Background: an optimization exercise with open tools, aiming at small area and a short achievable clock period. Do not read the settings as production practice.
No functional check of the RTL was part of any run shown here.
Power is estimated from default activity; no workload was simulated.

`design/flow/design.v`:
```
module multiplier  #(parameter width = 16)
   ( input    signed  [width-1 : 0] multiplicand,
     input    signed  [width-1 : 0] multiplier,   
     output   signed  [2 * width - 1 : 0] product
   ) ;
   assign  product = multiplicand * multiplier ;
endmodule
module  adder  #(parameter width = 32)  
		( input   signed [width-1 : 0] a ,
		  input   signed [width-1 : 0] b , 
		  output  signed [width-1 : 0] sum
		) ;
    assign   sum = a + b ;
endmodule
module accumulator #(parameter width = 32) 
	(input    clk,
     	 input    ena,
         input    reset,
         input	  signed [width - 1 : 0] acc_in,
   	 output   reg signed [width - 1 : 0] acc_out
	) ;
   always @(posedge clk) begin
      if (reset)  acc_out <= 0 ;
      else if (ena) acc_out <= acc_in ;
   end
endmodule
module mac_demo(input clk, input reset, input ena,
                input signed [15:0] k, input signed [15:0] x,
                output signed [31:0] acc_out);
  reg [31:0] rs, rc;
  wire [31:0] ag = rs & rc, ap = rs ^ rc;
  wire pg1 = ag[1] | (ap[1] & ag[0]);
  wire pp_1 = ap[1] & ap[0];
  wire pg2 = ag[3] | (ap[3] & ag[2]);
  wire pp_2 = ap[3] & ap[2];
  wire pg3 = ag[5] | (ap[5] & ag[4]);
  wire pp_3 = ap[5] & ap[4];
  wire pg4 = ag[7] | (ap[7] & ag[6]);
  wire pp_4 = ap[7] & ap[6];
  wire pg5 = ag[9] | (ap[9] & ag[8]);
  wire pp_5 = ap[9] & ap[8];
  wire pg6 = ag[11] | (ap[11] & ag[10]);
  wire pp_6 = ap[11] & ap[10];
  wire pg7 = ag[13] | (ap[13] & ag[12]);
  wire pp_7 = ap[13] & ap[12];
  wire pg8 = ag[15] | (ap[15] & ag[14]);
  wire pp_8 = ap[15] & ap[14];
  wire pg9 = ag[17] | (ap[17] & ag[16]);
  wire pp_9 = ap[17] & ap[16];
  wire pg10 = ag[19] | (ap[19] & ag[18]);
  wire pp_10 = ap[19] & ap[18];
  wire pg11 = ag[21] | (ap[21] & ag[20]);
  wire pp_11 = ap[21] & ap[20];
  wire pg12 = ag[23] | (ap[23] & ag[22]);
  wire pp_12 = ap[23] & ap[22];
  wire pg13 = ag[25] | (ap[25] & ag[24]);
  wire pp_13 = ap[25] & ap[24];
  wire pg14 = ag[27] | (ap[27] & ag[26]);
  wire pp_14 = ap[27] & ap[26];
  wire pg15 = ag[29] | (ap[29] & ag[28]);
  wire pp_15 = ap[29] & ap[28];
  wire pg16 = ag[31] | (ap[31] & ag[30]);
  wire pp_16 = ap[31] & ap[30];
  wire pg17 = pg2 | (pp_2 & pg1);
  wire pp_17 = pp_2 & pp_1;
  wire pg18 = pg4 | (pp_4 & pg3);
  wire pp_18 = pp_4 & pp_3;
  wire pg19 = pg6 | (pp_6 & pg5);
  wire pp_19 = pp_6 & pp_5;
  wire pg20 = pg8 | (pp_8 & pg7);
  wire pp_20 = pp_8 & pp_7;
  wire pg21 = pg10 | (pp_10 & pg9);
  wire pp_21 = pp_10 & pp_9;
  wire pg22 = pg12 | (pp_12 & pg11);
  wire pp_22 = pp_12 & pp_11;
  wire pg23 = pg14 | (pp_14 & pg13);
  wire pp_23 = pp_14 & pp_13;
  wire pg24 = pg16 | (pp_16 & pg15);
  wire pp_24 = pp_16 & pp_15;
  wire pg25 = pg18 | (pp_18 & pg17);
  wire pp_25 = pp_18 & pp_17;
  wire pg26 = pg20 | (pp_20 & pg19);
  wire pp_26 = pp_20 & pp_19;
  wire pg27 = pg22 | (pp_22 & pg21);
  wire pp_27 = pp_22 & pp_21;
  wire pg28 = pg24 | (pp_24 & pg23);
  wire pp_28 = pp_24 & pp_23;
  wire pg29 = pg26 | (pp_26 & pg25);
  wire pp_29 = pp_26 & pp_25;
  wire pg30 = pg28 | (pp_28 & pg27);
  wire pp_30 = pp_28 & pp_27;
  wire pg31 = pg30 | (pp_30 & pg29);
  wire pp_31 = pp_30 & pp_29;
  wire pg32 = pg27 | (pp_27 & pg29);
  wire pp_32 = pp_27 & pp_29;
  wire pg33 = pg19 | (pp_19 & pg25);
  wire pp_33 = pp_19 & pp_25;
  wire pg34 = pg21 | (pp_21 & pg29);
  wire pp_34 = pp_21 & pp_29;
  wire pg35 = pg23 | (pp_23 & pg32);
  wire pp_35 = pp_23 & pp_32;
  wire pg36 = pg3 | (pp_3 & pg17);
  wire pp_36 = pp_3 & pp_17;
  wire pg37 = pg5 | (pp_5 & pg25);
  wire pp_37 = pp_5 & pp_25;
  wire pg38 = pg7 | (pp_7 & pg33);
  wire pp_38 = pp_7 & pp_33;
  wire pg39 = pg9 | (pp_9 & pg29);
  wire pp_39 = pp_9 & pp_29;
  wire pg40 = pg11 | (pp_11 & pg34);
  wire pp_40 = pp_11 & pp_34;
  wire pg41 = pg13 | (pp_13 & pg32);
  wire pp_41 = pp_13 & pp_32;
  wire pg42 = pg15 | (pp_15 & pg35);
  wire pp_42 = pp_15 & pp_35;
  wire pg43 = ag[2] | (ap[2] & pg1);
  wire pp_43 = ap[2] & pp_1;
  wire pg44 = ag[4] | (ap[4] & pg17);
  wire pp_44 = ap[4] & pp_17;
  wire pg45 = ag[6] | (ap[6] & pg36);
  wire pp_45 = ap[6] & pp_36;
  wire pg46 = ag[8] | (ap[8] & pg25);
  wire pp_46 = ap[8] & pp_25;
  wire pg47 = ag[10] | (ap[10] & pg37);
  wire pp_47 = ap[10] & pp_37;
  wire pg48 = ag[12] | (ap[12] & pg33);
  wire pp_48 = ap[12] & pp_33;
  wire pg49 = ag[14] | (ap[14] & pg38);
  wire pp_49 = ap[14] & pp_38;
  wire pg50 = ag[16] | (ap[16] & pg29);
  wire pp_50 = ap[16] & pp_29;
  wire pg51 = ag[18] | (ap[18] & pg39);
  wire pp_51 = ap[18] & pp_39;
  wire pg52 = ag[20] | (ap[20] & pg34);
  wire pp_52 = ap[20] & pp_34;
  wire pg53 = ag[22] | (ap[22] & pg40);
  wire pp_53 = ap[22] & pp_40;
  wire pg54 = ag[24] | (ap[24] & pg32);
  wire pp_54 = ap[24] & pp_32;
  wire pg55 = ag[26] | (ap[26] & pg41);
  wire pp_55 = ap[26] & pp_41;
  wire pg56 = ag[28] | (ap[28] & pg35);
  wire pp_56 = ap[28] & pp_35;
  wire pg57 = ag[30] | (ap[30] & pg42);
  wire pp_57 = ap[30] & pp_42;
  assign acc_out = ap ^ {pg57, pg42, pg56, pg35, pg55, pg41, pg54, pg32, pg53, pg40, pg52, pg34, pg51, pg39, pg50, pg29, pg49, pg38, pg48, pg33, pg47, pg37, pg46, pg25, pg45, pg36, pg44, pg17, pg43, pg1, ag[0], 1'b0};
  wire en = ena & ~reset;
  wire [31:0] fb = acc_out & {32{~reset}};
  wire [16:0] xe = {x, 1'b0};
  wire [16:0] ke = {k[15], k};
  wire [17:0] ke2 = {ke, 1'b0};
  wire [7:0] ng, ngb;
  wire b0_one = (xe[1] ^ xe[0]) & en;
  wire b0_two = ((xe[2] & ~xe[1] & ~xe[0]) | (~xe[2] & xe[1] & xe[0])) & en;
  assign ng[0] = xe[2];
  wire [16:0] t0 = ke ~^ {17{ng[0]}};
  wire [16:0] pp0 = ~(({17{b0_one}} & t0) | ({17{b0_two}} & {t0[15:0], ~ng[0]}));
  assign ngb[0] = ng[0] | ~(b0_one | b0_two);
  wire b1_one = (xe[3] ^ xe[2]) & en;
  wire b1_two = ((xe[4] & ~xe[3] & ~xe[2]) | (~xe[4] & xe[3] & xe[2])) & en;
  assign ng[1] = xe[4];
  wire [16:0] t1 = ke ~^ {17{ng[1]}};
  wire [16:0] pp1 = ~(({17{b1_one}} & t1) | ({17{b1_two}} & {t1[15:0], ~ng[1]}));
  assign ngb[1] = ng[1] | ~(b1_one | b1_two);
  wire b2_one = (xe[5] ^ xe[4]) & en;
  wire b2_two = ((xe[6] & ~xe[5] & ~xe[4]) | (~xe[6] & xe[5] & xe[4])) & en;
  assign ng[2] = xe[6];
  wire [16:0] t2 = ke ~^ {17{ng[2]}};
  wire [16:0] pp2 = ~(({17{b2_one}} & t2) | ({17{b2_two}} & {t2[15:0], ~ng[2]}));
  assign ngb[2] = ng[2] | ~(b2_one | b2_two);
  wire b3_one = (xe[7] ^ xe[6]) & en;
  wire b3_two = ((xe[8] & ~xe[7] & ~xe[6]) | (~xe[8] & xe[7] & xe[6])) & en;
  assign ng[3] = xe[8];
  wire [16:0] t3 = ke ~^ {17{ng[3]}};
  wire [16:0] pp3 = ~(({17{b3_one}} & t3) | ({17{b3_two}} & {t3[15:0], ~ng[3]}));
  assign ngb[3] = ng[3] | ~(b3_one | b3_two);
  wire b4_one = (xe[9] ^ xe[8]) & en;
  wire b4_two = ((xe[10] & ~xe[9] & ~xe[8]) | (~xe[10] & xe[9] & xe[8])) & en;
  assign ng[4] = xe[10];
  wire [16:0] t4 = ke ~^ {17{ng[4]}};
  wire [16:0] pp4 = ~(({17{b4_one}} & t4) | ({17{b4_two}} & {t4[15:0], ~ng[4]}));
  assign ngb[4] = ng[4] | ~(b4_one | b4_two);
  wire b5_one = (xe[11] ^ xe[10]) & en;
  wire b5_two = ((xe[12] & ~xe[11] & ~xe[10]) | (~xe[12] & xe[11] & xe[10])) & en;
  assign ng[5] = xe[12];
  wire [16:0] t5 = ke ~^ {17{ng[5]}};
  wire [16:0] pp5 = ~(({17{b5_one}} & t5) | ({17{b5_two}} & {t5[15:0], ~ng[5]}));
  assign ngb[5] = ng[5] | ~(b5_one | b5_two);
  wire b6_one = (xe[13] ^ xe[12]) & en;
  wire b6_two = ((xe[14] & ~xe[13] & ~xe[12]) | (~xe[14] & xe[13] & xe[12])) & en;
  assign ng[6] = xe[14];
  wire [16:0] t6 = ke ~^ {17{ng[6]}};
  wire [16:0] pp6 = ~(({17{b6_one}} & t6) | ({17{b6_two}} & {t6[15:0], ~ng[6]}));
  assign ngb[6] = ng[6] | ~(b6_one | b6_two);
  wire b7_one = (xe[15] ^ xe[14]) & en;
  wire b7_two = ((xe[16] & ~xe[15] & ~xe[14]) | (~xe[16] & xe[15] & xe[14])) & en;
  assign ng[7] = xe[16];
  wire [16:0] t7 = ke ~^ {17{ng[7]}};
  wire [16:0] pp7 = ~(({17{b7_one}} & t7) | ({17{b7_two}} & {t7[15:0], ~ng[7]}));
  assign ngb[7] = ng[7] | ~(b7_one | b7_two);
  wire [4:0] pk;
  assign pk[0] = k[0];
  assign pk[1] = k[1] ^ (ng[7] & |k[0:0]);
  assign pk[2] = k[2] ^ (ng[7] & |k[1:0]);
  assign pk[3] = k[3] ^ (ng[7] & |k[2:0]);
  assign pk[4] = k[4] ^ (ng[7] & |k[3:0]);
  wire [4:0] pe7 = ({5{b7_one}} & pk) | ({5{b7_two}} & {pk[3:0], 1'b0});
  wire c7 = ngb[7] & ~(b7_one & |k[4:0]) & ~(b7_two & |k[3:0]);
  wire fs0, fc0;
  fa u_fa0 (.a(fb[0]), .b(pp0[0]), .c(ngb[0]), .s(fs0), .co(fc0));
  wire fs1, fc1;
  fa u_fa1 (.a(fb[1]), .b(pp0[1]), .c(fc0), .s(fs1), .co(fc1));
  wire fs2, fc2;
  fa u_fa2 (.a(fb[2]), .b(pp0[2]), .c(pp1[0]), .s(fs2), .co(fc2));
  wire fs3, fc3;
  fa u_fa3 (.a(ngb[1]), .b(fs2), .c(fc1), .s(fs3), .co(fc3));
  wire fs4, fc4;
  fa u_fa4 (.a(fb[3]), .b(pp0[3]), .c(pp1[1]), .s(fs4), .co(fc4));
  wire hs0, hc0;
  ha u_ha0 (.a(fc2), .b(fs4), .s(hs0), .co(hc0));
  wire fs5, fc5;
  fa u_fa5 (.a(fb[4]), .b(pp0[4]), .c(pp1[2]), .s(fs5), .co(fc5));
  wire fs6, fc6;
  fa u_fa6 (.a(pp2[0]), .b(ngb[2]), .c(fc4), .s(fs6), .co(fc6));
  wire fs7, fc7;
  fa u_fa7 (.a(fs5), .b(hc0), .c(fs6), .s(fs7), .co(fc7));
  wire fs8, fc8;
  fa u_fa8 (.a(fb[5]), .b(pp0[5]), .c(pp1[3]), .s(fs8), .co(fc8));
  wire fs9, fc9;
  fa u_fa9 (.a(pp2[1]), .b(fc5), .c(fs8), .s(fs9), .co(fc9));
  wire hs1, hc1;
  ha u_ha1 (.a(fc6), .b(fs9), .s(hs1), .co(hc1));
  wire fs10, fc10;
  fa u_fa10 (.a(fb[6]), .b(pp0[6]), .c(pp1[4]), .s(fs10), .co(fc10));
  wire fs11, fc11;
  fa u_fa11 (.a(pp2[2]), .b(pp3[0]), .c(ngb[3]), .s(fs11), .co(fc11));
  wire fs12, fc12;
  fa u_fa12 (.a(fc8), .b(fs10), .c(fs11), .s(fs12), .co(fc12));
  wire hs2, hc2;
  ha u_ha2 (.a(fc9), .b(fs12), .s(hs2), .co(hc2));
  wire fs13, fc13;
  fa u_fa13 (.a(fb[7]), .b(pp0[7]), .c(pp1[5]), .s(fs13), .co(fc13));
  wire fs14, fc14;
  fa u_fa14 (.a(pp2[3]), .b(pp3[1]), .c(fc10), .s(fs14), .co(fc14));
  wire fs15, fc15;
  fa u_fa15 (.a(fc11), .b(fs13), .c(fs14), .s(fs15), .co(fc15));
  wire hs3, hc3;
  ha u_ha3 (.a(fc12), .b(hc2), .s(hs3), .co(hc3));
  wire fs16, fc16;
  fa u_fa16 (.a(fb[8]), .b(pp0[8]), .c(pp1[6]), .s(fs16), .co(fc16));
  wire fs17, fc17;
  fa u_fa17 (.a(pp2[4]), .b(pp3[2]), .c(pp4[0]), .s(fs17), .co(fc17));
  wire hs4, hc4;
  ha u_ha4 (.a(ngb[4]), .b(fc13), .s(hs4), .co(hc4));
  wire fs18, fc18;
  fa u_fa18 (.a(fb[9]), .b(pp0[9]), .c(pp1[7]), .s(fs18), .co(fc18));
  wire hs5, hc5;
  ha u_ha5 (.a(pp2[5]), .b(pp3[3]), .s(hs5), .co(hc5));
  wire fs19, fc19;
  fa u_fa19 (.a(fb[10]), .b(pp0[10]), .c(pp1[8]), .s(fs19), .co(fc19));
  wire fs20, fc20;
  fa u_fa20 (.a(pp2[6]), .b(pp3[4]), .c(pp4[2]), .s(fs20), .co(fc20));
  wire fs21, fc21;
  fa u_fa21 (.a(fb[11]), .b(pp0[11]), .c(pp1[9]), .s(fs21), .co(fc21));
  wire hs6, hc6;
  ha u_ha6 (.a(pp2[7]), .b(pp3[5]), .s(hs6), .co(hc6));
  wire fs22, fc22;
  fa u_fa22 (.a(fb[12]), .b(pp0[12]), .c(pp1[10]), .s(fs22), .co(fc22));
  wire fs23, fc23;
  fa u_fa23 (.a(pp2[8]), .b(pp3[6]), .c(pp4[4]), .s(fs23), .co(fc23));
  wire hs7, hc7;
  ha u_ha7 (.a(pp5[2]), .b(pp6[0]), .s(hs7), .co(hc7));
  wire fs24, fc24;
  fa u_fa24 (.a(fb[13]), .b(pp0[13]), .c(pp1[11]), .s(fs24), .co(fc24));
  wire fs25, fc25;
  fa u_fa25 (.a(pp2[9]), .b(pp3[7]), .c(pp4[5]), .s(fs25), .co(fc25));
  wire hs8, hc8;
  ha u_ha8 (.a(pp5[3]), .b(pp6[1]), .s(hs8), .co(hc8));
  wire fs26, fc26;
  fa u_fa26 (.a(fb[14]), .b(pp0[14]), .c(pp1[12]), .s(fs26), .co(fc26));
  wire fs27, fc27;
  fa u_fa27 (.a(pp2[10]), .b(pp3[8]), .c(pp4[6]), .s(fs27), .co(fc27));
  wire fs28, fc28;
  fa u_fa28 (.a(pp5[4]), .b(pp6[2]), .c(pe7[0]), .s(fs28), .co(fc28));
  wire fs29, fc29;
  fa u_fa29 (.a(fb[15]), .b(pp0[15]), .c(pp1[13]), .s(fs29), .co(fc29));
  wire fs30, fc30;
  fa u_fa30 (.a(pp2[11]), .b(pp3[9]), .c(pp4[7]), .s(fs30), .co(fc30));
  wire fs31, fc31;
  fa u_fa31 (.a(pp5[5]), .b(pp6[3]), .c(pe7[1]), .s(fs31), .co(fc31));
  wire fs32, fc32;
  fa u_fa32 (.a(fb[16]), .b(pp0[16]), .c(pp1[14]), .s(fs32), .co(fc32));
  wire fs33, fc33;
  fa u_fa33 (.a(pp2[12]), .b(pp3[10]), .c(pp4[8]), .s(fs33), .co(fc33));
  wire fs34, fc34;
  fa u_fa34 (.a(pp5[6]), .b(pp6[4]), .c(pe7[2]), .s(fs34), .co(fc34));
  wire fs35, fc35;
  fa u_fa35 (.a(fb[17]), .b(pp0[16]), .c(pp1[15]), .s(fs35), .co(fc35));
  wire fs36, fc36;
  fa u_fa36 (.a(pp2[13]), .b(pp3[11]), .c(pp4[9]), .s(fs36), .co(fc36));
  wire fs37, fc37;
  fa u_fa37 (.a(pp5[7]), .b(pp6[5]), .c(pe7[3]), .s(fs37), .co(fc37));
  wire fs38, fc38;
  fa u_fa38 (.a(fb[18]), .b(~pp0[16]), .c(~pp1[16]), .s(fs38), .co(fc38));
  wire fs39, fc39;
  fa u_fa39 (.a(pp2[14]), .b(pp3[12]), .c(pp4[10]), .s(fs39), .co(fc39));
  wire fs40, fc40;
  fa u_fa40 (.a(pp5[8]), .b(pp6[6]), .c(pe7[4]), .s(fs40), .co(fc40));
  wire fs41, fc41;
  assign fs41 = ~(fb[19] ^ pp2[15]);
  assign fc41 = fb[19] | pp2[15];
  wire fs42, fc42;
  fa u_fa42 (.a(pp3[13]), .b(pp4[11]), .c(pp5[9]), .s(fs42), .co(fc42));
  wire fs43, fc43;
  fa u_fa43 (.a(pp6[7]), .b(pp7[5]), .c(c7), .s(fs43), .co(fc43));
  wire fs44, fc44;
  fa u_fa44 (.a(fb[20]), .b(~pp2[16]), .c(pp3[14]), .s(fs44), .co(fc44));
  wire fs45, fc45;
  fa u_fa45 (.a(pp4[12]), .b(pp5[10]), .c(pp6[8]), .s(fs45), .co(fc45));
  wire fs46, fc46;
  assign fs46 = ~(fb[21] ^ pp3[15]);
  assign fc46 = fb[21] | pp3[15];
  wire hs9, hc9;
  ha u_ha9 (.a(pp4[13]), .b(pp5[11]), .s(hs9), .co(hc9));
  wire fs47, fc47;
  fa u_fa47 (.a(fb[22]), .b(~pp3[16]), .c(pp4[14]), .s(fs47), .co(fc47));
  wire hs10, hc10;
  assign hs10 = ~fb[23];
  assign hc10 = fb[23];
  wire fs48, fc48;
  fa u_fa48 (.a(fs16), .b(fs17), .c(hs4), .s(fs48), .co(fc48));
  wire fs49, fc49;
  fa u_fa49 (.a(pp4[1]), .b(hs5), .c(fc16), .s(fs49), .co(fc49));
  wire hs11, hc11;
  ha u_ha11 (.a(fc17), .b(fs18), .s(hs11), .co(hc11));
  wire fs50, fc50;
  fa u_fa50 (.a(pp5[0]), .b(ngb[5]), .c(hc5), .s(fs50), .co(fc50));
  wire fs51, fc51;
  fa u_fa51 (.a(fc18), .b(fs19), .c(fs20), .s(fs51), .co(fc51));
  wire fs52, fc52;
  fa u_fa52 (.a(pp4[3]), .b(pp5[1]), .c(hs6), .s(fs52), .co(fc52));
  wire fs53, fc53;
  fa u_fa53 (.a(fc19), .b(fc20), .c(fs21), .s(fs53), .co(fc53));
  wire fs54, fc54;
  fa u_fa54 (.a(ngb[6]), .b(hc6), .c(hs7), .s(fs54), .co(fc54));
  wire fs55, fc55;
  fa u_fa55 (.a(fc21), .b(fs22), .c(fs23), .s(fs55), .co(fc55));
  wire fs56, fc56;
  fa u_fa56 (.a(hc7), .b(hs8), .c(fc22), .s(fs56), .co(fc56));
  wire fs57, fc57;
  fa u_fa57 (.a(fc23), .b(fs24), .c(fs25), .s(fs57), .co(fc57));
  wire fs58, fc58;
  fa u_fa58 (.a(hc8), .b(fc24), .c(fc25), .s(fs58), .co(fc58));
  wire fs59, fc59;
  fa u_fa59 (.a(fs26), .b(fs27), .c(fs28), .s(fs59), .co(fc59));
  wire fs60, fc60;
  fa u_fa60 (.a(fc26), .b(fc27), .c(fc28), .s(fs60), .co(fc60));
  wire fs61, fc61;
  fa u_fa61 (.a(fs29), .b(fs30), .c(fs31), .s(fs61), .co(fc61));
  wire fs62, fc62;
  fa u_fa62 (.a(fc29), .b(fc30), .c(fc31), .s(fs62), .co(fc62));
  wire fs63, fc63;
  fa u_fa63 (.a(fs32), .b(fs33), .c(fs34), .s(fs63), .co(fc63));
  wire fs64, fc64;
  fa u_fa64 (.a(fc32), .b(fc33), .c(fc34), .s(fs64), .co(fc64));
  wire fs65, fc65;
  fa u_fa65 (.a(fs35), .b(fs36), .c(fs37), .s(fs65), .co(fc65));
  wire fs66, fc66;
  fa u_fa66 (.a(fc35), .b(fc36), .c(fc37), .s(fs66), .co(fc66));
  wire fs67, fc67;
  fa u_fa67 (.a(fs38), .b(fs39), .c(fs40), .s(fs67), .co(fc67));
  wire fs68, fc68;
  fa u_fa68 (.a(fc38), .b(fc39), .c(fc40), .s(fs68), .co(fc68));
  wire fs69, fc69;
  fa u_fa69 (.a(fs41), .b(fs42), .c(fs43), .s(fs69), .co(fc69));
  wire fs70, fc70;
  fa u_fa70 (.a(pp7[6]), .b(fc41), .c(fc42), .s(fs70), .co(fc70));
  wire fs71, fc71;
  fa u_fa71 (.a(fc43), .b(fs44), .c(fs45), .s(fs71), .co(fc71));
  wire fs72, fc72;
  fa u_fa72 (.a(pp6[9]), .b(pp7[7]), .c(hs9), .s(fs72), .co(fc72));
  wire fs73, fc73;
  fa u_fa73 (.a(fc44), .b(fc45), .c(fs46), .s(fs73), .co(fc73));
  wire fs74, fc74;
  fa u_fa74 (.a(pp5[12]), .b(pp6[10]), .c(pp7[8]), .s(fs74), .co(fc74));
  wire fs75, fc75;
  fa u_fa75 (.a(hc9), .b(fc46), .c(fs47), .s(fs75), .co(fc75));
  wire fs76, fc76;
  fa u_fa76 (.a(hs10), .b(pp4[15]), .c(pp5[13]), .s(fs76), .co(fc76));
  wire fs77, fc77;
  fa u_fa77 (.a(pp6[11]), .b(pp7[9]), .c(fc47), .s(fs77), .co(fc77));
  wire fs78, fc78;
  fa u_fa78 (.a(fb[24]), .b(hc10), .c(~pp4[16]), .s(fs78), .co(fc78));
  wire fs79, fc79;
  fa u_fa79 (.a(pp5[14]), .b(pp6[12]), .c(pp7[10]), .s(fs79), .co(fc79));
  wire fs80, fc80;
  assign fs80 = ~(fb[25] ^ pp5[15]);
  assign fc80 = fb[25] | pp5[15];
  wire hs12, hc12;
  ha u_ha12 (.a(pp6[13]), .b(pp7[11]), .s(hs12), .co(hc12));
  wire fs81, fc81;
  fa u_fa81 (.a(fb[26]), .b(~pp5[16]), .c(pp6[14]), .s(fs81), .co(fc81));
  wire hs13, hc13;
  assign hs13 = ~fb[27];
  assign hc13 = fb[27];
  wire hs14, hc14;
  ha u_ha14 (.a(fc14), .b(fs48), .s(hs14), .co(hc14));
  wire fs82, fc82;
  fa u_fa82 (.a(hc4), .b(hs11), .c(fs49), .s(fs82), .co(fc82));
  wire fs83, fc83;
  fa u_fa83 (.a(fs50), .b(hc11), .c(fc49), .s(fs83), .co(fc83));
  wire fs84, fc84;
  fa u_fa84 (.a(fc50), .b(fs52), .c(fc51), .s(fs84), .co(fc84));
  wire fs85, fc85;
  fa u_fa85 (.a(fc52), .b(fs54), .c(fc53), .s(fs85), .co(fc85));
  wire fs86, fc86;
  fa u_fa86 (.a(fc54), .b(fs56), .c(fc55), .s(fs86), .co(fc86));
  wire fs87, fc87;
  fa u_fa87 (.a(fc56), .b(fs58), .c(fc57), .s(fs87), .co(fc87));
  wire fs88, fc88;
  fa u_fa88 (.a(fc58), .b(fs60), .c(fc59), .s(fs88), .co(fc88));
  wire fs89, fc89;
  fa u_fa89 (.a(fc60), .b(fs62), .c(fc61), .s(fs89), .co(fc89));
  wire fs90, fc90;
  fa u_fa90 (.a(fc62), .b(fs64), .c(fc63), .s(fs90), .co(fc90));
  wire fs91, fc91;
  fa u_fa91 (.a(fc64), .b(fs66), .c(fc65), .s(fs91), .co(fc91));
  wire fs92, fc92;
  fa u_fa92 (.a(fc66), .b(fs68), .c(fc67), .s(fs92), .co(fc92));
  wire fs93, fc93;
  fa u_fa93 (.a(fc68), .b(fs70), .c(fc69), .s(fs93), .co(fc93));
  wire fs94, fc94;
  fa u_fa94 (.a(fs72), .b(fc70), .c(fc71), .s(fs94), .co(fc94));
  wire fs95, fc95;
  fa u_fa95 (.a(fs74), .b(fc72), .c(fc73), .s(fs95), .co(fc95));
  wire fs96, fc96;
  fa u_fa96 (.a(fc74), .b(fs76), .c(fs77), .s(fs96), .co(fc96));
  wire fs97, fc97;
  fa u_fa97 (.a(fc76), .b(fs78), .c(fs79), .s(fs97), .co(fc97));
  wire fs98, fc98;
  fa u_fa98 (.a(hs12), .b(fc78), .c(fc79), .s(fs98), .co(fc98));
  wire fs99, fc99;
  fa u_fa99 (.a(pp7[12]), .b(hc12), .c(fc80), .s(fs99), .co(fc99));
  wire fs100, fc100;
  fa u_fa100 (.a(hs13), .b(pp6[15]), .c(pp7[13]), .s(fs100), .co(fc100));
  wire fs101, fc101;
  fa u_fa101 (.a(fb[28]), .b(hc13), .c(~pp6[16]), .s(fs101), .co(fc101));
  wire hs15, hc15;
  assign hs15 = ~fb[29];
  assign hc15 = fb[29];
  wire hs16, hc16;
  ha u_ha16 (.a(fc15), .b(hc3), .s(hs16), .co(hc16));
  wire fs102, fc102;
  fa u_fa102 (.a(fc48), .b(fs82), .c(hc14), .s(fs102), .co(fc102));
  wire fs103, fc103;
  fa u_fa103 (.a(fs51), .b(fs83), .c(fc82), .s(fs103), .co(fc103));
  wire fs104, fc104;
  fa u_fa104 (.a(fs53), .b(fc83), .c(fs84), .s(fs104), .co(fc104));
  wire fs105, fc105;
  fa u_fa105 (.a(fs55), .b(fc84), .c(fs85), .s(fs105), .co(fc105));
  wire fs106, fc106;
  fa u_fa106 (.a(fs57), .b(fc85), .c(fs86), .s(fs106), .co(fc106));
  wire fs107, fc107;
  fa u_fa107 (.a(fs59), .b(fc86), .c(fs87), .s(fs107), .co(fc107));
  wire fs108, fc108;
  fa u_fa108 (.a(fs61), .b(fc87), .c(fs88), .s(fs108), .co(fc108));
  wire fs109, fc109;
  fa u_fa109 (.a(fs63), .b(fc88), .c(fs89), .s(fs109), .co(fc109));
  wire fs110, fc110;
  fa u_fa110 (.a(fs65), .b(fc89), .c(fs90), .s(fs110), .co(fc110));
  wire fs111, fc111;
  fa u_fa111 (.a(fs67), .b(fc90), .c(fs91), .s(fs111), .co(fc111));
  wire fs112, fc112;
  fa u_fa112 (.a(fs69), .b(fc91), .c(fs92), .s(fs112), .co(fc112));
  wire fs113, fc113;
  fa u_fa113 (.a(fs71), .b(fc92), .c(fs93), .s(fs113), .co(fc113));
  wire fs114, fc114;
  fa u_fa114 (.a(fs73), .b(fc93), .c(fs94), .s(fs114), .co(fc114));
  wire fs115, fc115;
  fa u_fa115 (.a(fs75), .b(fc94), .c(fs95), .s(fs115), .co(fc115));
  wire fs116, fc116;
  fa u_fa116 (.a(fc75), .b(fc95), .c(fs96), .s(fs116), .co(fc116));
  wire fs117, fc117;
  fa u_fa117 (.a(fc77), .b(fs97), .c(fc96), .s(fs117), .co(fc117));
  wire fs118, fc118;
  fa u_fa118 (.a(fs80), .b(fc97), .c(fs98), .s(fs118), .co(fc118));
  wire fs119, fc119;
  fa u_fa119 (.a(fs81), .b(fc98), .c(fs99), .s(fs119), .co(fc119));
  wire fs120, fc120;
  fa u_fa120 (.a(fc81), .b(fs100), .c(fc99), .s(fs120), .co(fc120));
  wire fs121, fc121;
  fa u_fa121 (.a(pp7[14]), .b(fc100), .c(fs101), .s(fs121), .co(fc121));
  wire fs122, fc122;
  fa u_fa122 (.a(hs15), .b(pp7[15]), .c(fc101), .s(fs122), .co(fc122));
  wire fs123, fc123;
  fa u_fa123 (.a(fb[30]), .b(hc15), .c(~pp7[16]), .s(fs123), .co(fc123));
  wire hs17, hc17;
  assign hs17 = ~fb[31];
  assign hc17 = fb[31];
  wire [31:0] ns = {hs17, fs123, fs122, fs121, fs120, fc118, fs118, fs117, fc115, fc114, fc113, fc112, fc111, fc110, fc109, fc108, fc107, fc106, fc105, fc104, fc103, fc102, hc16, hs14, fs15, hc1, fc7, fs7, hs0, fs3, fs1, fs0};
  wire [31:0] nc = {fc123, fc122, fc121, fc120, fc119, fs119, fc117, fc116, fs116, fs115, fs114, fs113, fs112, fs111, fs110, fs109, fs108, fs107, fs106, fs105, fs104, fs103, fs102, hs16, hs3, hs2, hs1, 1'b0, fc3, 1'b0, 1'b0, 1'b0};
  always @(posedge clk) begin
    rs <= ns;
    rc <= nc;
  end
endmodule
module fa(input a, input b, input c, output s, output co);
  assign s = a ^ b ^ c;
  assign co = (a & b) | (a & c) | (b & c);
endmodule
module ha(input a, input b, output s, output co);
  assign s = a ^ b;
  assign co = a & b;
endmodule
```
`design/flow/flow/run.sh`:
```
#!/bin/bash
# The standard layout (the standard.sh, unchanged synthesis), except that
# the port buffers are plain buffers and the clock-delay buffer cells are not
# used anywhere. The make output goes to standard.log; ORFS keeps each step's
# log under orfs/logs/.
set -uo pipefail
export BUFFER_PORTS_ARGS="-buffer_cell sky130_fd_sc_hd__buf_2"
export DONT_USE_CELLS="sky130_fd_sc_hd__clkdlybuf4s15_1 sky130_fd_sc_hd__clkdlybuf4s15_2 sky130_fd_sc_hd__clkdlybuf4s18_1 sky130_fd_sc_hd__clkdlybuf4s18_2 sky130_fd_sc_hd__clkdlybuf4s25_1 sky130_fd_sc_hd__clkdlybuf4s25_2 sky130_fd_sc_hd__clkdlybuf4s50_1 sky130_fd_sc_hd__clkdlybuf4s50_2"
bash standard.sh > standard.log 2>&1
```
`design/flow/standard.sh`:
```
#!/bin/bash
# synth_recipe.tcl (not shown) runs the flow's synth.tcl, then flattens the netlist and writes it again
# the make line also repeats each setting of config.mk as NAME=value (left out here)
make -C /OpenROAD-flow-scripts/flow DESIGN_CONFIG=/design/flow/config.mk WORK_HOME=/design/flow/orfs CLKGATE_MAP_FILE= SYNTH_SCRIPT=/design/flow/synth_recipe.tcl "${@:-finish}"
```
`design/flow/config.mk`:
```
export PLATFORM = sky130hd
export DESIGN_NAME = mac_demo
export DESIGN_NICKNAME = mac_demo
export VERILOG_FILES = /design/flow/design.v
export SDC_FILE = /design/flow/constraint.sdc
export NUM_CORES = 4
export LEC_CHECK = 0
export ABC_AREA = 1
export CAP_MARGIN = 20
export CORE_MARGIN = 2
export CORE_UTILIZATION = 40
export SETUP_SLACK_MARGIN = 2.5
export SLEW_MARGIN = 20
export SYNTH_HIERARCHICAL = 1
export SYNTH_MINIMUM_KEEP_SIZE = 0
```
`design/flow/constraint.sdc`:
```
create_clock -name core_clock -period 7.0 [get_ports {clk}]
set_input_delay 1.4000 -clock core_clock [delete_from_list [all_inputs] [get_ports {clk}]]
set_output_delay 1.4000 -clock core_clock [all_outputs]
set_load 0.01 [all_outputs]
```
==> insert_results.sql, run 1 <==
INSERT INTO impl_metrics (metric_group, metric, value, unit) VALUES
('timing', 'max_slew.worst_pin.slew', '0.446', 'ns'),
('final_layout', 'final_design_area_no_fill', '0.00908', 'mm2'),
('final_layout', 'multi_input_area', '0.00650', 'mm2'),
('clock_tree', 'post_cts_repair_timing_setup_buffer_count', '0', ''),
('yosys', 'synth_common_cells', 'fa_1 (134), xor2_1 (111), o22a_1 (97)', ''),
('routing', 'detail-route-antenna-nets', '0', ''),
('final_layout', 'num_antenna_cells', '0', ''),
('job', 'timing.max_cap.violations', '0', ''),
('yosys', 'ys_ff_latch', '60', ''),
('yosys', 'ys_seq_area_share', '14.4', '%'),
('setup_path', 'critical_path_launch_point_type', 'primary input', ''),
('routing', 'avgRoutedWirePerCell', '17.5', 'um'),
('setup_path', 'crit_required', '7.22', 'ns'),
('final_layout', 'sequential_cell_area_in_the_final_layout', '0.00120', 'mm2'),
('power', 'power.switching_fraction', '48.0', '%'),
('power', 'seq_power_share', '15.2', '%'),
('yosys', 'postSynthCellCount', '864', ''),
('yosys', 'ys.warnings.count', '7', ''),
('die', 'die_width', '149', 'um'),
('setup_path', 'cp.arrival', '4.55', 'ns'),
('die', 'initial_core_util', '41.1', '%'),
('min_path', 'worst_hold_class', 'flip-flop to flip-flop', ''),
('clock_tree', 'clock_tree.buffer_depth', '2', ''),
('die', 'die_area', '0.0221', 'mm2'),
('clock_tree', 'clock_tree.root_cell', 'clkbuf_16', ''),
('global_route', 'grt_start_max_net_pins', '26', ''),
('routing', 'vias', '5987', ''),
('routing', 'detail_route.wirelength', '20300', 'um'),
('timing', 'finalSetupTns', '0', 'ns'),
('setup_path', 'worst_setup_path_end_kind', 'flip-flop', ''),
('timing', 'setup-violations-final', '0', ''),
('power', 'p_switching', '2.02', 'mW'),
('timing', 'period_needed', '4.33', 'ns'),
('placed_design', 'detailed_place.area', '0.00871', 'mm2'),
('yosys', 'synth.cell_area', '0.00836', 'mm2'),
('clock_tree', 'cts_inserted_buffers', '9', ''),
('die', 'dieHeight', '149', 'um'),
('die', 'io_pins', '67', ''),
('status', 'outcome', 'timing/DRC/antenna clean', ''),
('die', 'placement_rows', '52', ''),
('placed_design', 'placed_cells_incl_taps', '1146', ''),
('yosys', 'async_reset_ff_share', '0', '%'),
('yosys', 'synth_cell_types', '38', ''),
('timing', 'post-route-worst-setup-slack', '2.67', 'ns'),
('power', 'power.static_leakage', '3.72', 'nW'),
('yosys', 'synth_top_cell_area_share', '32.1', '%'),
('timing', 'rsz_0062_raised_after_global_routing', 'yes', ''),
('yosys', 'synth_enable_flop_cells', '0', ''),
('timing', 'final.setup_skew', '0.0101', 'ns'),
('final_layout', 'post_route_cells_drive_above_1_share', '14.8', '%'),
('timing', 'hold_viol', '0', ''),
('routing', 'dr_pass1_iterations', '4', ''),
('timing', 'fmax', '0.231', 'GHz'),
('yosys', 'post_synth.cell_area_avg', '9.68', 'um2'),
('placed_design', 'place.gp.congestion', '0.877', ''),
('global_route', 'wire_length_of_the_first_global_routing_pass', '33800', 'um'),
('yosys', 'yosysMostFrequentCell', 'fa_1', ''),
('clock_tree', 'clk-insertion-delay-late', '0.35', 'ns'),
('routing', 'detail_route.drc_violations', '0', ''),
('global_route', 'via_count_of_the_first_global_routing_pass', '6468', ''),
('timing', 'timing_max_transition_violations_final', '0', ''),
('die', 'design.core.area', '0.0204', 'mm2'),
('yosys', 'synth.top_cells.by_area', 'fa_1 (32%), dfxtp_1 (14%), xor2_1 (12%), o22a_1 (10%), ha_1 (6.6%)', ''),
('power', 'peak_vdd_ir', '331', 'uV'),
('global_route', 'antenna_found_initial', '0', ''),
('placed_design', 'hpwl', '16500', 'um'),
('yosys', 'yosys_most_used_dff', 'dfxtp_1', ''),
('power', 'power_density', '464', 'mW/mm2'),
('placed_design', 'worst_slack_at_placement', '2.06', 'ns'),
('clock_tree', 'tritoncts', 'built', ''),
('clock_tree', 'cts_sinks', '60', '');
Yosys stat by module, one instance, submodules excluded:
module | copies in the design | flops+latches
fa | 121 | 0
ha | 14 | 0
mac_demo | 1 | 60
power by group through the flow:
stage	registers (mW)	clock network (mW)	logic (mW)
floorplan	0.627	0	2.25
global placement	0.646	0	3.12
detailed placement	0.647	0	3.19
CTS	0.642	0.445	3.22
global route	0.660	0.456	3.71
finish	0.640	0.431	3.14
placed cells by master (no fill, tap or decap), types with 7 or more instances in the layout:
cell type	Yosys	final
or2_2	8	8
inv_1	90	90
dfxtp_1	60	60
o22ai_1	7	7
xnor2_1	21	19
inv_2	11	11
fa_1	134	134
a22oi_1	12	12
o22a_1	97	97
clkbuf_16	0	9
a21oi_1	24	22
ha_1	44	44
nand2_1	80	79
nor2_1	62	61
xor2_1	111	111
buf_2	23	59
registers in the layout (all words and copies together) (netlist names):
register  cells
rc           28
rs           32
logic make-up (layout without fill, tap and decap cells):
group	count (synthesis)	count (layout)	share of synthesized area (%)
xor+xnor	132	132	13.8
flops	60	60	14.4
buf+inv	158	186	8.69
compound gates	160	160	15.2
simple gates	176	176	9.27
fa+ha+maj	178	178	38.7
metrics by stage:
stage / hold slack (ns) / util (%) / power, mW
floorplan: 0.635 / - / 2.88
global placement: 0.641 / 42.8 / 3.77
detailed placement: 0.637 / 42.8 / 3.84
CTS: 0.663 / 44.2 / 4.31
global route: 0.742 / 44.6 / 4.82
finish: 0.683 / 44.6 / 4.21
cell type report:
class	instances	share of cell area, %
Timing Repair Buffer	68	4.04
Tap cell	270	3.72
Clock inverter	4	0.248
Clock buffer	12	2.94
Inverter	102	4.27
Multi-Input combinational cell	646	71.6
Sequential cell	60	13.2
critical path: stages:
cell      delay [ns]
buf_2           0.15
clkinv_4        0.12
nand2_8         0.14
nor3_4          0.24
buf_4           0.23
nor2_1          0.05
or2_1           0.31
inv_1           0.11
fa_1            0.44
fa_1            0.45
fa_1            0.51
fa_1            0.40
per-layer routing:
| metal | track usage (%) | routed length [um] | vias up |
|---|---|---|---|
| li1 | - | - | 2865 |
| met3 | 3.25 | 771 | 29 |
| met2 | 34.3 | 9960 | 128 |
| met1 | 25.7 | 9070 | 2965 |
| met4 | 6.38 | 478 | 0 |
| met5 | 0 | 0 | - |
repair_timing:
action,4_1_cts,5_1_grt
endpoints found under the setup margin,5,29
pin swaps,0,2
resized for setup,2,18
hold buffers,0,0
worst paths after layout:
path                        from             end  slack [ns]  depth (start not counted)
setup / recovery           reset  rc[19]$_DFF_P_        2.67                         12
hold / removal    rs[31]$_DFF_P_  rs[31]$_DFF_P_        0.68                          3
setup reg to reg   rc[7]$_DFF_P_  rc[16]$_DFF_P_        2.79                         17
hold reg to reg   rs[31]$_DFF_P_  rs[31]$_DFF_P_        0.68                          3
==> run 2: changes to the inputs <==
--- a/design/flow/config.mk
+++ b/design/flow/config.mk
@@ -10,5 +10,5 @@
 export CORE_MARGIN = 2
 export CORE_UTILIZATION = 40
-export SETUP_SLACK_MARGIN = 2.5
+export SETUP_SLACK_MARGIN = 2.2
 export SLEW_MARGIN = 20
 export SYNTH_HIERARCHICAL = 1
==> run 2 against run 1 <==
  * Largest cell class unchanged
  * Critical path type unchanged
  * Cell area shrank 0.87%
  * Clock skew is essentially flat
  * Still clean on timing, DRC and antenna
  * Non-clock buffer count is the same
==> insert_results.sql, run 2 <==
INSERT INTO impl_metrics (metric_group, metric, value, unit) VALUES
('timing', 'rsz_0062_raised_after_global_routing', 'no', ''),
('timing', 'post-route-worst-setup-slack', '2.51', 'ns'),
('timing', 'max_slew.worst_pin.slew', '0.621', 'ns'),
('yosys', 'synth_top_cell_area_share', '32.1', '%'),
('setup_path', 'crit_required', '7.22', 'ns'),
('final_layout', 'largestRegisters', 'rs x32, rc x28', ''),
('routing', 'detail_route.wirelength', '20200', 'um'),
('placed_design', 'io_buffers', '66', ''),
('timing', 'setup-violations-final', '0', ''),
('final_layout', 'mostFrequentLayoutCell', 'fa_1', ''),
('final_layout', 'largest_register_ffs', '32', ''),
('global_route', 'grt_start_max_net_pins', '26', ''),
('clock_tree', 'clk-insertion-delay-late', '0.35', 'ns'),
('setup_path', 'crit_fanout', '17', ''),
('yosys', 'yosys_most_used_dff', 'dfxtp_1', ''),
('clock_tree', 'post_cts_repair_timing_setup_buffer_count', '0', ''),
('setup_path', 'critical_path.reg2reg.endpoint', 'rc[16]$_DFF_P_', ''),
('die', 'die_width', '149', 'um'),
('yosys', 'ys_ff_latch', '60', ''),
('yosys', 'post_synth.cell_area_avg', '9.68', 'um2'),
('yosys', 'synth_common_cells', 'fa_1 (134), xor2_1 (111), o22a_1 (97)', ''),
('clock_tree', 'h_tree_level_count', '3', ''),
('clock_tree', 'tritoncts', 'built', ''),
('timing', 'timing.max_slew.rel_slack', '58.6', '%'),
('yosys', 'ys.warnings.count', '7', ''),
('global_route', 'via_count_of_the_first_global_routing_pass', '6471', ''),
('final_layout', 'highest_count_cells_in_the_layout_ignoring_fill_and_taps', 'fa_1 (134), xor2_1 (111), o22a_1 (97)', ''),
('power', 'peak_vdd_ir', '331', 'uV'),
('yosys', 'synth.top_cells.by_area', 'fa_1 (32%), dfxtp_1 (14%), xor2_1 (12%), o22a_1 (10%), ha_1 (6.6%)', ''),
('routing', 'dr_pass1_iterations', '5', ''),
('placed_design', 'placed_cells_incl_taps', '1146', ''),
('clock_tree', 'clock_tree.root_cell', 'clkbuf_16', ''),
('die', 'dieHeight', '149', 'um'),
('yosys', 'synth.cell_area', '0.00836', 'mm2'),
('status', 'outcome', 'timing/DRC/antenna clean', ''),
('global_route', 'antenna_found_initial', '0', ''),
('final_layout', 'finish.cell_count_without_fillers', '1162', ''),
('die', 'placement_rows', '52', ''),
('yosys', 'async_reset_ff_share', '0', '%'),
('job', 'timing.max_cap.violations', '0', ''),
('min_path', 'hold_end', 'rs[31]$_DFF_P_', ''),
('setup_path', 'critical_path_launch_point_type', 'primary input', ''),
('clock_tree', 'postCtsHoldBufs', '0', ''),
('setup_path', 'rr_worst_depth', '17', ''),
('yosys', 'synth_cell_types', '38', ''),
('die', 'initial_core_util', '41.1', '%'),
('placed_design', 'place.gp.congestion', '0.877', ''),
('timing', 'share_of_the_clock_period_used_by_the_worst_path_after_layout', '64.2', '%'),
('timing', 'timing_max_transition_violations_final', '0', ''),
('clock_tree', 'cts_sinks', '60', ''),
('setup_path', 'launch_point_of_the_worst_reg_to_reg_path', 'rc[7]$_DFF_P_', ''),
('routing', 'detail_route.drc_violations', '0', ''),
('routing', 'vias', '5986', ''),
('yosys', 'synth_fp_nets', '1077', ''),
('setup_path', 'worst_setup_path_end_kind', 'flip-flop', ''),
('yosys', 'synth_enable_flop_cells', '0', ''),
('placed_design', 'worst_slack_at_placement', '2.06', 'ns'),
('routing', 'vias_per_cell', '5.15', ''),
('yosys', 'yosysMostFrequentCell', 'fa_1', ''),
('yosys', 'postSynthCellCount', '864', ''),
('final_layout', 'final_util', '44.2', '%'),
('min_path', 'worst_hold_class', 'flip-flop to flip-flop', ''),
('routing', 'detail-route-antenna-nets', '0', ''),
('final_layout', 'regMostFlops', 'rs', ''),
('clock_tree', 'cts.reportedPaths.clkPinSlew', '0.05', 'ns'),
('final_layout', 'syn2layout_area_growth', '7.60', '%'),
('final_layout', 'post_route_cells_drive_above_1_share', '14.0', '%'),
('die', 'io_pins', '67', ''),
('min_path', 'worstHoldStart', 'rs[31]$_DFF_P_', ''),
('timing', 'hold_viol', '0', ''),
('final_layout', 'final_nets', '1100', ''),
('yosys', 'ys_seq_area_share', '14.4', '%'),
('global_route', 'wire_length_of_the_first_global_routing_pass', '33800', 'um'),
('timing', 'final.setup_skew', '0.0102', 'ns'),
('placed_design', 'hpwl', '16500', 'um'),
('yosys', 'netlist.top_cell.by_area', 'fa_1', ''),
('timing', 'period_needed', '4.49', 'ns'),
('timing', 'fmax', '0.223', 'GHz'),
('clock_tree', 'clock_tree.buffer_depth', '2', ''),
('die', 'design.core.area', '0.0204', 'mm2'),
('setup_path', 'setup.reg_to_reg.worst_slack', '2.66', 'ns'),
('global_route', 'total_global_routing_overflow', '0', ''),
('setup_path', 'criticalPathCategory', 'primary input to flip-flop', ''),
('final_layout', 'final_design_area_no_fill', '0.00900', 'mm2'),
('routing', 'detail_route.iter0.violations', '370', ''),
('power', 'power_density', '462', 'mW/mm2'),
('setup_path', 'cp.arrival', '4.71', 'ns'),
('clock_tree', 'cts_inserted_buffers', '9', ''),
('placed_design', 'detailed_place.area', '0.00871', 'mm2'),
('die', 'die_area', '0.0221', 'mm2'),
('final_layout', 'num_antenna_cells', '0', ''),
('power', 'power.static_leakage', '3.70', 'nW'),
('routing', 'avgRoutedWirePerCell', '17.4', 'um'),
('global_route', 'global_route.usage.total', '19.9', '%'),
('timing', 'finalSetupTns', '0', 'ns'),
('min_path', 'worst_hold_path.num_cells', '3', '');
run 2: layer usage:
metal | routed length [um] | global-route usage, %
met5 | 0 | 0
met3 | 761 | 3.25
met4 | 489 | 6.38
met1 | 9070 | 25.7
met2 | 9910 | 34.3
run 2: report_power, final:
| group | leakage, nW | switching (mW) | internal (mW) |
|---|---|---|---|
| sequential | 0.504 | 0.0725 | 0.567 |
| combinational | 3.05 | 1.76 | 1.33 |
| clock | 0.144 | 0.164 | 0.266 |
run 2: per-stage QoR:
step,hold WS [ns],total power [mW]
global placement,0.641,3.77
global route,0.731,4.77
CTS,0.656,4.30
floorplan,0.635,2.88
finish,0.648,4.16
detailed placement,0.637,3.84
run 2: kinds of logic (layout without fill, tap and decap cells):
group / count (synthesis) / after routing / share of synthesized area [%]
compound gates: 160 / 160 / 15.2
flops: 60 / 60 / 14.4
simple gates: 176 / 176 / 9.27
buf+inv: 158 / 186 / 8.69
xor+xnor: 132 / 132 / 13.8
fa+ha+maj: 178 / 178 / 38.7
run 2: worst max-delay path, cell delays in order:
cell	delay, ns
buf_2	0.15
clkinv_4	0.11
nand2_4	0.18
nor2_2	0.54
nor2_1	0.10
or2_1	0.32
inv_1	0.11
fa_1	0.44
fa_1	0.44
fa_1	0.51
fa_1	0.40
run 2: layout make-up:
cell class,instances,area [um2]
flip-flops and latches,60,1200
clock buffers,12,267
well taps,270,338
fillers,1991,11400
inverters,102,388
repair buffers,68,348
clock inverters,4,22.5
multi-input cells,646,6440
run 2: worst max-delay path by stage:
stage / start / end / slack, ns / cells after the start
finish: reset / rc[19]$_DFF_P_ / 2.51 / 11
global route: rs[7]$_DFF_P_ / acc_out[31] / 2.29 / 16
CTS: x[1] / rc[19]$_DFF_P_ / 2.41 / 11
detailed placement: x[1] / rc[19]$_DFF_P_ / 2.06 / 11
global placement: x[1] / rc[19]$_DFF_P_ / 2.14 / 11
floorplan: reset / rc[15]$_DFF_P_ / 2.64 / 11
run 2: timing repair:
item / in CTS / in global routing
resized for setup: 0 / 1
endpoints found under the setup margin: 0 / 1
endpoints found under the hold margin: 0 / 0
run 2: per-module statistics from Yosys, one instance, submodules excluded:
module | area (um2) | flops+latches | copies in the design | cells
fa | 20.0 | 0 | 121 | 1
ha | 12.5 | 0 | 14 | 1
mac_demo | 5770 | 60 | 1 | 729
==> run 3: changes to the inputs <==
--- a/design/flow/config.mk
+++ b/design/flow/config.mk
@@ -10,5 +10,5 @@
 export CORE_MARGIN = 2
 export CORE_UTILIZATION = 40
-export SETUP_SLACK_MARGIN = 2.2
+export SETUP_SLACK_MARGIN = 2.7
 export SLEW_MARGIN = 20
 export SYNTH_HIERARCHICAL = 1
==> run 3 against run 2 <==
  * Largest power group unchanged
  * Power rose by 4.2%
  * Count of clock-buffer cells in the layout rose by 2
  * Sequential share of layout area fell by 0.41 points
  * Fmax rose by 6.9%
  * Cell area rose by 3.1%
  * Non-clock buffer count rose by 7
  * Clock power fell by 4.9%
  * Flip-flop and latch count did not move
  * Wire length rose by 3.3%
  * Cell count rose by 0.69%
  * Global-route usage rose by 0.34 points
==> insert_results.sql, run 3 <==
INSERT INTO impl_metrics (metric_group, metric, value, unit) VALUES
('status', 'outcome', 'timing/DRC/antenna clean', ''),
('routing', 'met2WireLength', '10400', 'um'),
('die', 'die_width', '149', 'um'),
('clock_tree', 'clk-insertion-delay-late', '0.35', 'ns'),
('routing', 'dr_pass1_iterations', '5', ''),
('clock_tree', 'clock_tree.buffer_depth', '2', ''),
('power', 'fin_total_pwr', '4.33', 'mW'),
('final_layout', 'syn2layout_area_growth', '11.0', '%'),
('power', 'power.static_leakage', '3.77', 'nW'),
('timing', 'finalSetupTns', '0', 'ns'),
('yosys', 'yosysMostFrequentCell', 'fa_1', ''),
('yosys', 'ys.warnings.count', '7', ''),
('clock_tree', 'cts_inserted_buffers', '9', ''),
('placed_design', 'worst_slack_at_placement', '2.09', 'ns'),
('timing', 'max_slew.worst_pin.slew', '0.487', 'ns'),
('global_route', 'antenna_found_initial', '0', ''),
('yosys', 'async_reset_ff_share', '0', '%'),
('timing', 'fmax', '0.238', 'GHz'),
('setup_path', 'critical_path_launch_point_type', 'primary input', ''),
('yosys', 'post_synth.cell_area_avg', '9.68', 'um2'),
('placed_design', 'placed_cells_incl_taps', '1146', ''),
('routing', 'avgRoutedWirePerCell', '17.9', 'um'),
('final_layout', 'post_route_cells_drive_above_1_share', '18.6', '%'),
('final_layout', 'final_nets', '1108', ''),
('final_layout', 'highest_count_cells_in_the_layout_ignoring_fill_and_taps', 'fa_1 (122), xor2_1 (111), o22a_1 (97)', ''),
('yosys', 'postSynthCellCount', '864', ''),
('setup_path', 'criticalPathCategory', 'primary input to flip-flop', ''),
('placed_design', 'hpwl', '16600', 'um'),
('yosys', 'ys_seq_area_share', '14.4', '%'),
('final_layout', 'largest_register_ffs', '32', ''),
('clock_tree', 'cts.reportedPaths.clkPinSlew', '0.06', 'ns'),
('routing', 'detail-route-antenna-nets', '0', ''),
('final_layout', 'largestRegisters', 'rs x32, rc x28', ''),
('yosys', 'synth.cell_area', '0.00836', 'mm2');
run 3: cell types whose count changed in the layout (fill, tap and decap cells not counted), sizes merged:
| cell | previous run | this run |
|---|---|---|
| inv | 101 | 102 |
| clkinvlp | 1 | 0 |
| clkinv | 4 | 2 |
| buf | 67 | 74 |
| nand2 | 84 | 85 |
| clkbuf | 13 | 15 |
run 3: power by group:
group / switching, mW / internal, mW / leakage (nW)
Sequential: 0.0837 / 0.568 / 0.504
Combinational: 1.82 / 1.45 / 3.13
Clock: 0.161 / 0.248 / 0.131
Total: 2.06 / 2.27 / 3.77
run 3: Yosys stat by module, one instance, submodules excluded:
module | flip-flops and latches | cell area, um2
mac_demo | 60 | 5770
ha | 0 | 12.5
fa | 0 | 20.0
run 3: final timing paths:
check           startpoint              to  cells after the start  slack (ns)
min          rs[0]$_DFF_P_   rs[0]$_DFF_P_                      3        0.70
min reg2reg  rs[0]$_DFF_P_   rs[0]$_DFF_P_                      3        0.70
max                   x[1]  rc[19]$_DFF_P_                     11        2.80
max reg2reg  rs[7]$_DFF_P_  rc[16]$_DFF_P_                     17        2.89
run 3: logic make-up after synthesis:
logic type | share of synthesized area [%]
flops | 14.4
compound gates | 15.2
simple gates | 9.27
xor+xnor | 13.8
fa+ha+maj | 38.7
buf+inv | 8.69
run 3: cell type report:
class                   instances  area (um2)
clock inverters                 2        10.0
clock buffers                  14         254
flip-flops and latches         60        1200
fillers                      1982       11100
multi-input cells             647        6640
well taps                     270         338
repair buffers                 75         445
inverters                     102         398
run 3: through the flow:
stage                     cell area, um2  util (%)
after CTS                           9090      44.7
final                               9280      45.6
after global placement              8770      43.1
after floorplan                     8430         -
after detailed placement            8770      43.1
after global routing                9280      45.6
run 3: layer usage:
| layer | global-route usage (%) | vias up |
|---|---|---|
| li1 | - | 2880 |
| met1 | 27.0 | 3049 |
| met2 | 34.5 | 123 |
| met3 | 3.10 | 22 |
| met4 | 5.52 | 0 |
| met5 | 0 | - |
run 3: repair_timing:
action	in CTS	in global routing
pin swaps	1	14
resized for setup	15	29
setup endpoints to repair	28	30
endpoints found under the hold margin	0	0
hold buffers	0	0
buffers inserted	0	6
gates cloned	0	2
run 3: critical path, cell delays in order:
cell and delay (ns):
buf_6 0.18, inv_1 0.15, nor3_4 0.30, buf_6 0.17
nor2_1 0.04, or2_4 0.27, inv_1 0.07, fa_1 0.45
fa_1 0.45, fa_1 0.51, fa_1 0.40

static timing again, ports no longer ideal:
The flow's constraints put no driver on any port. The routed layouts listed below were extracted and timed again, unchanged, in two steps.
Step 1 assumes that a clkbuf_16 drives the clock port and a buf_2 every other input.
Step 2 also shifts input and output timing later by t, the mid clock arrival at the registers, as if the neighbouring blocks saw the same clock.
Slacks: no drivers / after step 1 / after step 2; pairs: no drivers / after step 1.
run | shift t [ns] | setup slack, ns | worst setup path at the end
run 1 | 0.383 | 2.668 / 2.687 / 2.304 | input to register
run 2 | 0.384 | 2.506 / 2.525 / 2.142 | input to register
run 3 | 0.384 | 2.798 / 2.789 / 2.419 | input to register
After both steps setup and hold are still met in every run listed. The setup slack of run 3, which loses most, moves by -0.009 ns with the drivers and by -0.379 ns with both steps.
